From an optimization exercise on the open Yosys and OpenROAD flow, aimed at small area, a short achievable clock period and few clock cycles per item; shortcuts taken in it are not production practice.
In this exercise RTL edits were held to simulation tests only and were not proved equivalent to the original.

// ahb_lite_fir_filter
module ahb_lite_fir_filter (
    input  wire        clk,
    input  wire        n_rst,
    input  wire        hsel,
    input  wire [3:0]  haddr,
    input  wire        hsize,
    input  wire [1:0]  htrans,
    input  wire        hwrite,
    input  wire [15:0] hwdata,
    output reg  [15:0] hrdata,
    output reg         hresp
);
clock: 11.0 ns
lec_check: 0
abc_area: 1
cap_margin: 20
core_margin: 2
core_utilization: 40
setup_slack_margin: 5
slew_margin: 20
standard.sh (not shown) runs the stock make flow with config.mk's settings and CLKGATE_MAP_FILE= SYNTH_SCRIPT=/design/flow/synth_recipe.tcl, a recipe that flattens the netlist after the stock synthesis.
==> flow/flow/run.sh <==
#!/bin/bash
bash standard.sh SETUP_SLACK_MARGIN=6.3 finish > standard.log 2>&1
Testbench counts at the start, summed over its fixed seeds: cycles 4,880, samples 1,600.
Edit:
==> flow/flow/run.sh (replaced) <==
#!/bin/bash
bash standard.sh SETUP_SLACK_MARGIN=5.85 "BUFFER_PORTS_ARGS=-buffer_cell sky130_fd_sc_hd__buf_2" finish > standard.log 2>&1
Settings changed: CTS_CLUSTER_DIAMETER set to 120, CTS_CLUSTER_SIZE set to 22, PLACE_DENSITY set to 0.7.
Result: Wire length decreases by 13%. Via count decreases by 5.6%. Non-clock buffer count decreases by 164. Die area does not change. Sequential share of layout area increases by 3.9 points.
Edit:
==> flow/flow/run.sh (replaced) <==
#!/bin/bash
bash standard.sh SETUP_SLACK_MARGIN=6.0 "BUFFER_PORTS_ARGS=-buffer_cell sky130_fd_sc_hd__buf_2" finish > standard.log 2>&1
Result:
- The changed run finished clean
- clock-buffer cell count is higher by 2
- final area is higher by about 1.6%
- area after synthesis is unchanged
- synthesized cell count stays the same
- non-clock buffer count is higher by 25
- worst hold slack hardly moves
- via count is higher by 0.90%
- core utilization is higher by 0.70 points
- cell count is higher by about 0.75%
- wire length hardly moves
Edit:
==> flow/flow/run.sh (replaced) <==
#!/bin/bash
bash standard.sh SETUP_SLACK_MARGIN=5.7 finish > standard.log 2>&1
Settings changed: CTS_BUF_LIST set to sky130_fd_sc_hd__clkbuf_4 sky130_fd_sc_hd__clkbuf_8, CTS_CLUSTER_DIAMETER 120 to unset, CTS_CLUSTER_SIZE 22 to unset, PLACE_DENSITY 0.7 to unset.
The new run ran to the end with no violations; clock skew went up by 0.021 ns; via count went up by 2.0%; cell area went up by about 3.4%; register-to-register slack loses 0.39 ns; die area is unchanged; global-route usage went up by 1.9 points.

## alpha
Starting RTL as in the previous note.
export LEC_CHECK = 0
export ABC_AREA = 1
export CAP_MARGIN = 20
export CORE_MARGIN = 2
export CORE_UTILIZATION = 40
export CTS_CLUSTER_DIAMETER = 120
export CTS_CLUSTER_SIZE = 22
export PLACE_DENSITY = 0.7
export SETUP_SLACK_MARGIN = 5
export SLEW_MARGIN = 20
create_clock -name core_clock -period 11.0 [get_ports {clk}]
==> flow/flow/run.sh <==
#!/bin/bash
bash standard.sh SETUP_SLACK_MARGIN=6.0 "BUFFER_PORTS_ARGS=-buffer_cell sky130_fd_sc_hd__buf_4" finish > standard.log 2>&1
Testbench counts of alpha, summed over its fixed seeds: cycles 4,880, samples 1,600.
Setup changes, alpha to beta
Settings: a deleted PLACE_DENSITY that had been 0.7; a deleted CTS_CLUSTER_DIAMETER that had been 120; a deleted CTS_CLUSTER_SIZE that had been 22.
==> flow/flow/run.sh <==
#!/bin/bash
bash standard.sh SETUP_SLACK_MARGIN=5.9 finish > standard.log 2>&1
==> comparison <==
alpha → beta: final design instance area without fill rose by about 4.4%, layout buffer count excluding clock buffers went up by 25%, via count comparable, global routing usage on met2 went up.
Diff alpha -> beta: aggregate routed wire length grew by about 8%, number of clock-tree buffers in the layout grew by 10.
Across both runs, normalized max-slew margin was higher for beta than for alpha.
### beta -> gamma
Settings: CTS_CLUSTER_DIAMETER now 120, previously not set; CTS_CLUSTER_SIZE now 22, previously not set.
==> flow/flow/run.sh <==
#!/bin/bash
bash standard.sh SETUP_SLACK_MARGIN=5.7 "BUFFER_PORTS_ARGS=-buffer_cell sky130_fd_sc_hd__buf_2" finish > standard.log 2>&1
Findings:
- Delta (gamma minus beta): critical path depth shrank by 4; relative area change from synthesis to final layout went down; number of distinct library cell variants in the gate-level netlist after synthesis essentially unchanged; post-route minimum period went up.
- Launch point of the worst path = result[0]: beta; launch point of the worst path = ra[2]: gamma
- Compared with beta, routed wire length in gamma decreased by a few percent.
- Compared with beta, the detailed router inserted fewer vias in gamma.
- Share of post-route cells with drive strength above 1 is lower on gamma
- Between gamma and beta, the sequential cell area does not differ in any meaningful way.
[inputs] delta vs gamma
Settings: a deleted CTS_CLUSTER_SIZE that had been 22; a deleted CTS_CLUSTER_DIAMETER that had been 120; a deleted ABC_AREA that had been 1.
==> flow/flow/run.sh <==
#!/bin/bash
bash standard.sh SETUP_SLACK_MARGIN=5.7 finish > standard.log 2>&1
Findings:
- In the metrics for delta and gamma, the one carrying the lower non-clock buffer total of the final layout is gamma.
- Sort delta and gamma by final area, descending, and delta comes first.
- Diff gamma -> delta: pin count of the biggest net entering global routing shows an increase of about 10%, count of clock buffers in the final design went up 53%, number of signal-net inverters in the final layout shows a reduction of about 46%, synthesized cell count went down.
The inputs of epsilon differ from those of delta as listed below.
Settings: an added ABC_AREA of 1; an added CTS_CLUSTER_DIAMETER of 120; an added CTS_CLUSTER_SIZE of 22.
==> flow/flow/run.sh <==
#!/bin/bash
bash standard.sh SETUP_SLACK_MARGIN=6.15 "BUFFER_PORTS_ARGS=-buffer_cell sky130_fd_sc_hd__buf_2" finish > standard.log 2>&1
epsilon vs delta: upper clock frequency limit up in epsilon
epsilon vs. delta: placed cell count higher, area after synthesis higher, number of standard cells in the layout, taps in and fillers out higher, wire length of the first global-routing pass lower.
Lower transition time at the pin with the least slew margin was reported by epsilon, not delta.
Cell with the largest stage delay on the worst path: sky130_fd_sc_hd__fa_2 -> delta, sky130_fd_sc_hd__fa_1 -> epsilon

Starting RTL as in the previous note.
Settings: LEC_CHECK=0, ABC_AREA=1, CAP_MARGIN=20, CORE_MARGIN=2, CORE_UTILIZATION=40, CTS_CLUSTER_DIAMETER=120, CTS_CLUSTER_SIZE=22, SETUP_SLACK_MARGIN=5, SLEW_MARGIN=20; clock period 11.0 ns.
==> flow/flow/run.sh <==
#!/bin/bash
bash standard.sh SETUP_SLACK_MARGIN=6.4 "BUFFER_PORTS_ARGS=-buffer_cell sky130_fd_sc_hd__buf_2" finish > standard.log 2>&1
Testbench counts at the start, summed over its fixed seeds: cycles 4,880, samples 1,600.
Rerun with:
==> flow/flow/run.sh (replaced) <==
#!/bin/bash
bash standard.sh SETUP_SLACK_MARGIN=5.5 finish > standard.log 2>&1
- CTS_CLUSTER_DIAMETER: 120 -> default
- CTS_CLUSTER_SIZE: 22 -> default
The changed run completed with no timing, DRC or antenna violations.
Worst setup slack is worse by 290 ps.
Via count falls by 3.4%.
Die area is unchanged.
Non-clock buffer count fell by 145.
Rerun with:
==> flow/flow/run.sh (replaced) <==
#!/bin/bash
bash standard.sh SETUP_SLACK_MARGIN=6.3 finish > standard.log 2>&1
- ABC_AREA: 1 -> default
Hold slack is worse by 4.5 ps.
Cell count shrinks by 3.8%.
Cell area grows by about 10%.
Rerun with:
==> flow/flow/run.sh (replaced) <==
#!/bin/bash
bash standard.sh SETUP_SLACK_MARGIN=6.0 "BUFFER_PORTS_ARGS=-buffer_cell sky130_fd_sc_hd__buf_2" finish > standard.log 2>&1
- ABC_AREA: default -> 1
- CTS_CLUSTER_DIAMETER: default -> 120
- CTS_CLUSTER_SIZE: default -> 22
- PLACE_DENSITY: default -> 0.8
Routed wire length falls by about a fifth.
Core utilization came out lower by 6.2 points.
Via count falls by a few percent.
Worst setup slack improved by 530 ps.
Design area is lower by roughly a tenth.
Die area increases slightly.
Count of clock-buffer cells in the layout went down by 16.
Rerun with:
==> flow/flow/run.sh (replaced) <==
#!/bin/bash
bash standard.sh SETUP_SLACK_MARGIN=5.7 finish > standard.log 2>&1
- PLACE_DENSITY: 0.8 -> default
What happened:
- The new run went through all stages and came out clean
- synthesized area does not change
- worst setup slack loses 240 ps

== nickel ==
ahb_lite_fir_filter again, from the RTL that the note above started with.
Settings: LEC_CHECK=0, ABC_AREA=1, CAP_MARGIN=20, CORE_MARGIN=2, CORE_UTILIZATION=40, CTS_CLUSTER_DIAMETER=120, CTS_CLUSTER_SIZE=24, PLACE_DENSITY=0.7, SETUP_SLACK_MARGIN=5, SLEW_MARGIN=20; clock period 11.0 ns.
==> flow/flow/run.sh <==
#!/bin/bash
bash standard.sh SETUP_SLACK_MARGIN=6.0 "BUFFER_PORTS_ARGS=-buffer_cell sky130_fd_sc_hd__buf_2" finish > standard.log 2>&1
nickel: PASS, flow complete, no timing, DRC or antenna violations
Testbench counts of nickel, summed over its fixed seeds: cycles 4,880, samples 1,600.
Inputs modified between nickel and raven:
-- flow/config.mk --
<<< nickel, line 7
export LEC_CHECK = 0
export ABC_AREA = 1
export CAP_MARGIN = 20
>>> raven, line 7
export LEC_CHECK = 0
export ABC_AREA = 0
export CAP_MARGIN = 20
<<< nickel, line 12
export CTS_CLUSTER_DIAMETER = 120
export CTS_CLUSTER_SIZE = 24
export PLACE_DENSITY = 0.7
export SETUP_SLACK_MARGIN = 5
>>> raven, line 12
export CTS_CLUSTER_DIAMETER = 120
export CTS_CLUSTER_SIZE = 22
export SETUP_SLACK_MARGIN = 5
==> summary.txt <==
raven | status: complete | timing, DRC, antenna: pass
Compared with nickel, raven ends up with more cell area.
Across both runs, via count of the first global-routing pass was higher for raven than for nickel.
Delta (raven minus nickel): layout buffer count excluding clock buffers now larger, worst slack on hold paths saw a decrease.
Modified inputs, yarrow compared to raven
==> flow/flow/run.sh <==
#!/bin/bash
bash standard.sh SETUP_SLACK_MARGIN=5.7 finish > standard.log 2>&1
-- flow/config.mk --
<<< raven, line 7
export LEC_CHECK = 0
export ABC_AREA = 0
export CAP_MARGIN = 20
>>> yarrow, line 7
export LEC_CHECK = 0
export ABC_AREA = 1
export CAP_MARGIN = 20
<<< raven, line 11
export CORE_UTILIZATION = 40
export CTS_CLUSTER_DIAMETER = 120
export CTS_CLUSTER_SIZE = 22
export SETUP_SLACK_MARGIN = 5
>>> yarrow, line 11
export CORE_UTILIZATION = 40
export SETUP_SLACK_MARGIN = 5
==> summary.txt <==
Each of the runs, namely yarrow and raven, reached the end of the flow and came out clean. Of yarrow and raven, the higher count of placed standard cells in the final layout, fillers left out belongs to yarrow. Diff raven -> yarrow | share of cells above drive strength 1 | decrease of 4.5 points. In the metrics for yarrow and raven, the one carrying the higher synthesized-area fraction occupied by adder cells is raven. [compare] base=raven new=yarrow: area after synthesis rose 0.87%, count of vias placed by the detailed router now sits lower, core utilization was more or less identical. Relative slew slack, yarrow and raven: smaller value in raven. Summed negative setup slack over all endpoints: raven vs yarrow identical.
diff inputs: yarrow => lagoon
==> flow/flow/run.sh <==
#!/bin/bash
bash standard.sh SETUP_SLACK_MARGIN=6.0 "BUFFER_PORTS_ARGS=-buffer_cell sky130_fd_sc_hd__buf_2" finish > standard.log 2>&1
-- flow/config.mk --
<<< yarrow, line 11
export CORE_UTILIZATION = 40
export SETUP_SLACK_MARGIN = 5
>>> lagoon, line 11
export CORE_UTILIZATION = 40
export CTS_CLUSTER_DIAMETER = 120
export CTS_CLUSTER_SIZE = 22
export SETUP_SLACK_MARGIN = 5
## What came out
- The slew of the pin with the lowest slew margin number comes out lower for yarrow vs lagoon.
- On clock insertion delay at the later pin of the skew report, lagoon and yarrow are basically level.
- Comparing lagoon and yarrow, the lower first-iteration DRC count is on yarrow.
- Path depth of the worst reg2reg path down 3 in lagoon wrt yarrow
- Against yarrow, lagoon comes in 11 higher on instance count on the critical path.
- In the reports for lagoon and yarrow, the smaller detailed-routing iteration count for the pre-antenna-repair pass belongs to lagoon.
- lagoon vs. yarrow: total routed wirelength saw a decrease.
--- input diff lagoon..pepper ---
==> flow/run.sh (new file) <==
#!/bin/bash
# synth_recipe.tcl (not shown) runs the flow's synth.tcl, then flattens the netlist and writes it again
# the make line also repeats each setting of config.mk as NAME=value (left out here)
make -C /OpenROAD-flow-scripts/flow DESIGN_CONFIG=/design/flow/config.mk WORK_HOME=/design/flow/orfs CLKGATE_MAP_FILE= SYNTH_SCRIPT=/design/flow/synth_recipe.tcl finish
-- flow/config.mk --
<<< lagoon, line 7
export LEC_CHECK = 0
export ABC_AREA = 1
export CAP_MARGIN = 20
>>> pepper, line 7
export LEC_CHECK = 0
export CAP_MARGIN = 20
<<< lagoon, line 11
export CORE_UTILIZATION = 40
export CTS_CLUSTER_DIAMETER = 120
export CTS_CLUSTER_SIZE = 22
export SETUP_SLACK_MARGIN = 5
>>> pepper, line 10
export CORE_UTILIZATION = 40
export SETUP_SLACK_MARGIN = 5
removed: flow/flow/run.sh
removed: flow/standard.sh
### Flow results
- Row count shrinks slightly when moving from lagoon to pepper.
- The lower average wire per standard cell came out of lagoon.
- Summary: with lagoon as the reference, area of all placed cells without fillers in pepper moved up slightly.
- pepper against lagoon: met2 wire length now larger; post-placement setup slack shows a reduction of 950 ps; fraction of the cycle the final worst path needs saw an increase.
- Total routing usage reported by global routing in pepper is 3.9 points higher than in lagoon
- [compare] base=lagoon new=pepper: register-to-register path setup slack decreased by 1030 ps relative to the old numbers; clock skew increased by 4.6 ps relative to the old numbers.

v6:
Another version of the RTL of ahb_lite_fir_filter (not shown whole).
Size in the first run: about 340 flip-flops.
==> flow/config.mk <==
export PLATFORM = sky130hd
export DESIGN_NAME = ahb_lite_fir_filter
export DESIGN_NICKNAME = ahb_lite_fir_filter
export VERILOG_FILES = /design/flow/design.v
export SDC_FILE = /design/flow/constraint.sdc
export NUM_CORES = 4
export LEC_CHECK = 0
export ABC_AREA = 1
export CAP_MARGIN = 10
export CORE_MARGIN = 2
export CORE_UTILIZATION = 40
export CTS_CLUSTER_DIAMETER = 120
export CTS_CLUSTER_SIZE = 22
export PLACE_DENSITY = 0.7
export SETUP_SLACK_MARGIN = 5
export SLEW_MARGIN = 10
==> flow/constraint.sdc <==
create_clock -name core_clock -period 11.0 [get_ports {clk}]
set_input_delay 2.2000 -clock core_clock [delete_from_list [all_inputs] [get_ports {clk}]]
set_output_delay 2.2000 -clock core_clock [all_outputs]
set_load 0.01 [all_outputs]
==> flow/flow/run.sh <==
#!/bin/bash
bash standard.sh SETUP_SLACK_MARGIN=6.0 "BUFFER_PORTS_ARGS=-buffer_cell sky130_fd_sc_hd__buf_2" finish > standard.log 2>&1
v6 finished all stages; the layout is clean.
Testbench counts of v6, summed over its fixed seeds: cycles 4,880, samples 1,600.
Changes in v7 relative to v6:
- a deleted PLACE_DENSITY that had been 0.7
- a deleted CTS_CLUSTER_DIAMETER that had been 120
- a change of SLEW_MARGIN from 10 to 20
- a change of CAP_MARGIN from 10 to 20
- a deleted CTS_CLUSTER_SIZE that had been 22
- a deleted ABC_AREA that had been 1
==> flow/run.sh (new file) <==
#!/bin/bash
# synth_recipe.tcl (not shown) runs the flow's synth.tcl, then flattens the netlist and writes it again
# the make line also repeats each setting of config.mk as NAME=value (left out here)
make -C /OpenROAD-flow-scripts/flow DESIGN_CONFIG=/design/flow/config.mk WORK_HOME=/design/flow/orfs CLKGATE_MAP_FILE= SYNTH_SCRIPT=/design/flow/synth_recipe.tcl finish
removed: flow/flow/run.sh
removed: flow/standard.sh
==> comparison <==
- From v6 to v7, final count of pins violating max slew did not move at all.
- Any difference in area taken by flip-flops and latches between v7 and v6 is small enough to ignore.
- Re number of clock-tree buffers in the layout: v7 is 16 up on v6.
- Slack of the critical path deteriorates in v7 relative to v6.
- v7 vs. v6: delay of the slowest cell on the worst path has increased, wire length of the first global-routing pass has increased.

-- static timing again, ports no longer ideal --
How much do the figures lean on ideal ports? The routed layouts below were timed once more, with nothing changed but the port constraints.
Step 1: set_driving_cell puts a clkbuf_16 on clk and a buf_2 on each other input, an assumption about the parent block.
Step 2 moves the port delays by t, midway between the first and last clock arrival at a register: inputs arrive t later, outputs are due t later. That takes back most of the time a late clock gives input paths.
Slacks: ideal ports / drivers / drivers and shift; pairs: ideal ports / drivers.
run | t (ns) | slack for setup (ns) | hold slack, ns | worst slew at a driven data input, ns
the first run of note 1 | 0.645 | 5.901 / 5.837 / 5.711 | 0.418 / 0.418 / 0.418 | 0.05
the second run of note 1 | 0.631 | 5.937 / 5.873 / 5.448 | 0.437 / 0.437 / 0.437 | 0.05
the third run of note 1 | 0.619 | 6.021 / 5.955 / 5.519 | 0.436 / 0.436 / 0.436 | 0.05
the fourth run of note 1 | 0.741 | 5.702 / 5.645 / 5.066 | 0.422 / 0.422 / 0.422 | 0.04
alpha | 0.619 | 5.946 / 5.883 / 5.481 | 0.452 / 0.452 / 0.452 | 0.05
beta | 0.625 | 5.909 / 5.849 / 5.405 | 0.446 / 0.446 / 0.446 | 0.07
gamma | 0.626 | 5.753 / 5.690 / 5.299 | 0.442 / 0.442 / 0.442 | 0.04
delta | 0.611 | 5.508 / 5.453 / 5.195 | 0.438 / 0.438 / 0.438 | 0.04
epsilon | 0.636 | 5.974 / 5.911 / 5.700 | 0.437 / 0.437 / 0.437 | 0.05
the first run of note 3 | 0.645 | 5.875 / 5.811 / 5.740 | 0.448 / 0.448 / 0.448 | 0.06
the second run of note 3 | 0.644 | 5.588 / 5.528 / 4.990 | 0.441 / 0.441 / 0.441 | 0.04
the third run of note 3 | 0.625 | 5.509 / 5.455 / 5.469 | 0.436 / 0.436 / 0.436 | 0.06
the fourth run of note 3 | 0.615 | 6.034 / 5.970 / 5.491 | 0.448 / 0.448 / 0.448 | 0.07
the fifth run of note 3 | 0.620 | 5.789 / 5.729 / 5.267 | 0.441 / 0.441 / 0.441 | 0.04
nickel | 0.621 | 6.030 / 5.969 / 5.491 | 0.454 / 0.454 / 0.454 | 0.05
raven | 0.637 | 5.380 / 5.315 / 5.435 | 0.438 / 0.438 / 0.438 | 0.06
yarrow | 0.646 | 5.799 / 5.766 / 5.242 | 0.443 / 0.443 / 0.443 | 0.04
lagoon | 0.631 | 5.996 / 5.934 / 5.470 | 0.430 / 0.430 / 0.430 | 0.04
pepper | 0.635 | 5.097 / 5.034 / 4.511 | 0.441 / 0.441 / 0.441 | 0.05
v6 | 0.609 | 5.816 / 5.764 / 5.495 | 0.442 / 0.442 / 0.442 | 0.05
v7 | 0.640 | 4.993 / 4.929 / 4.451 | 0.450 / 0.450 / 0.450 | 0.04
After both steps setup and hold are still met in every run listed. For the fourth run of note 1, which loses most, drivers alone change the setup slack by -0.057 ns; drivers and shift together by -0.636 ns.
